This design comes from an exercise in tuning for small area, a short achievable clock period and few clock cycles per item on the open sky130 flow, not from production work.
Where RTL was checked, it was by simulation tests only, not by an equivalence proof against the original.

// bubbleSort
module bubbleSort #(
    parameter SIZE_DATA = 16,
    parameter NUM_VALS  = 8
)(
    input  logic                         i_clk,
    input  logic                         i_rst_n,
    input  logic                         i_start,
    input  logic [NUM_VALS-1:0][SIZE_DATA-1:0]    i_data,
    output logic [NUM_VALS-1:0][SIZE_DATA-1:0]    o_data,
    output logic                         o_done
);
    function automatic logic gt(input logic [SIZE_DATA-1:0] a, input logic [SIZE_DATA-1:0] b);
        logic [SIZE_DATA-1:0] g, e;
        g = a & ~b;
        e = ~(a ^ b);
        for (int i = 0; i < 8; i++) begin
            g[i] = g[2*i+1] | (e[2*i+1] & g[2*i]);
            e[i] = e[2*i+1] & e[2*i];
        end
        for (int i = 0; i < 4; i++) begin
            g[i] = g[2*i+1] | (e[2*i+1] & g[2*i]);
            e[i] = e[2*i+1] & e[2*i];
        end
        for (int i = 0; i < 2; i++) begin
            g[i] = g[2*i+1] | (e[2*i+1] & g[2*i]);
            e[i] = e[2*i+1] & e[2*i];
        end
        for (int i = 0; i < 1; i++) begin
            g[i] = g[2*i+1] | (e[2*i+1] & g[2*i]);
            e[i] = e[2*i+1] & e[2*i];
        end
        gt = g[0];
    endfunction
    logic [2:0] valid;
    always_ff @(posedge i_clk or negedge i_rst_n) begin
        if (!i_rst_n)
            valid <= '0;
        else
            valid <= {valid[1:0], i_start};
    end
    assign o_done = valid[2];
    logic s1_02;
    assign s1_02 = gt(i_data[0], i_data[2]);
    logic s1_13;
    assign s1_13 = gt(i_data[1], i_data[3]);
    logic s1_46;
  ...
clock: 15.0 ns
lec_check: 0
abc_area: 1
cap_margin: 50
core_margin: 2
core_utilization: 40
slew_margin: 50
standard.sh (not shown) runs the stock make flow with config.mk's settings and CLKGATE_MAP_FILE= SYNTH_SCRIPT=/design/flow/synth_recipe.tcl, a recipe that flattens the netlist after the stock synthesis.
==> flow/flow/run.sh <==
#!/bin/bash
# Layout flow: the standard ORFS flow (standard.sh) with two changes:
#  - synthesis maps the logic with flow/abc.script (area-oriented mapping)
#    instead of ORFS's abc_area.script; everything else in synth_recipe.tcl,
#    including the register mapping, is unchanged;
#  - repair_timing aims at a larger setup margin (flow/margin.txt), so the
#    placer and CTS steps size and buffer the critical paths.
# Each tool's log stays in orfs/logs/; the make output goes to standard_custom.log.
set -euo pipefail
HERE=$(pwd)
MARGIN=$(cat flow/margin.txt)
cp "$FLOW_HOME/scripts/synth.tcl" synth_abc.tcl
sed -i "s|^source \$::env(SCRIPTS_DIR)/synth_preamble.tcl|&\nset abc_args [lreplace \$abc_args 1 1 $HERE/flow/abc.script]|" synth_abc.tcl
sed "s|\$::env(SCRIPTS_DIR)/synth.tcl|$HERE/synth_abc.tcl|" synth_recipe.tcl > synth_recipe_abc.tcl
sed -e "s/SETUP_SLACK_MARGIN=[^ ]*/SETUP_SLACK_MARGIN=$MARGIN/" \
    -e "s|SYNTH_SCRIPT=[^ ]*|SYNTH_SCRIPT=$HERE/synth_recipe_abc.tcl|" standard.sh > standard_custom.sh
bash standard_custom.sh > standard_custom.log 2>&1
==> flow/flow/abc.script <==
&get -n
&st
&dch
&nf -R 1000
&put
topo
stime -c
==> flow/flow/margin.txt <==
10
Edit:
--- a/flow/design.v
+++ b/flow/design.v
@@ -5,36 +5,21 @@
     input  logic                         i_clk,
     input  logic                         i_rst_n,
     input  logic                         i_start,
     input  logic [NUM_VALS-1:0][SIZE_DATA-1:0]    i_data,
     output logic [NUM_VALS-1:0][SIZE_DATA-1:0]    o_data,
     output logic                         o_done
 );
     function automatic logic gt(input logic [SIZE_DATA-1:0] a, input logic [SIZE_DATA-1:0] b);
-        logic [SIZE_DATA-1:0] g, e;
-        g = a & ~b;
-        e = ~(a ^ b);
-        for (int i = 0; i < 8; i++) begin
-            g[i] = g[2*i+1] | (e[2*i+1] & g[2*i]);
-            e[i] = e[2*i+1] & e[2*i];
-        end
-        for (int i = 0; i < 4; i++) begin
-            g[i] = g[2*i+1] | (e[2*i+1] & g[2*i]);
-            e[i] = e[2*i+1] & e[2*i];
-        end
-        for (int i = 0; i < 2; i++) begin
-            g[i] = g[2*i+1] | (e[2*i+1] & g[2*i]);
-            e[i] = e[2*i+1] & e[2*i];
-        end
-        for (int i = 0; i < 1; i++) begin
-            g[i] = g[2*i+1] | (e[2*i+1] & g[2*i]);
-            e[i] = e[2*i+1] & e[2*i];
-        end
-        gt = g[0];
+        logic c;
+        c = 1'b0;
+        for (int i = 0; i < SIZE_DATA; i++)
+            c = (a[i] & ~b[i]) | (a[i] & c) | (~b[i] & c);
+        gt = c;
     endfunction
     logic [2:0] valid;
     always_ff @(posedge i_clk or negedge i_rst_n) begin
         if (!i_rst_n)
             valid <= '0;
         else
             valid <= {valid[1:0], i_start};
     end
Synthesized cell count is lower by 16%.
Via count is lower by 17%.
Global-route usage is lower by 1.0 points.
Fmax is lower by 54%.
Final area is lower by 12%.
Register-to-register slack gets worse by 7.8 ns.
Die area is lower by 15%.
Count of clock-buffer cells in the layout is lower by 4.
Setup slack gets worse by 7.8 ns.
Area after synthesis is lower by 15%.
Testbench counts after the change, summed over its fixed seeds: cycles 2,072, sets 2,048.
Only the layout flow was run in the first run of this note; the RTL was not checked for function there.

afterwards: timing with drivers on the ports:
In the flow no input, the clock included, has a driving cell. The finished layouts below were timed again as built, in two steps.
Step 1 sets driving cells, clkbuf_16 on the clock port and buf_2 on the other inputs (assumed; they add their load-dependent delay and slew).
Step 2 times the ports against the registers' clock, not the clock port: input delays grow and output delays shrink by t, the midpoint of the rising clock arrivals with the driver on.
a / b / c = no drivers / after step 1 / after step 2; a / b = the first two.
run	t, ns	setup WS [ns]	slew at the worst register clock pin (ns)	worst data-port slew with drivers (ns)	pins driven straight from the clock port
the first run	0.627	8.427 / 8.427 / 8.427	0.07 / 0.07	0.06	1
the second run	0.611	0.612 / 0.612 / 0.612	0.07 / 0.07	0.05	1
After both steps setup and hold are still met in every run listed.
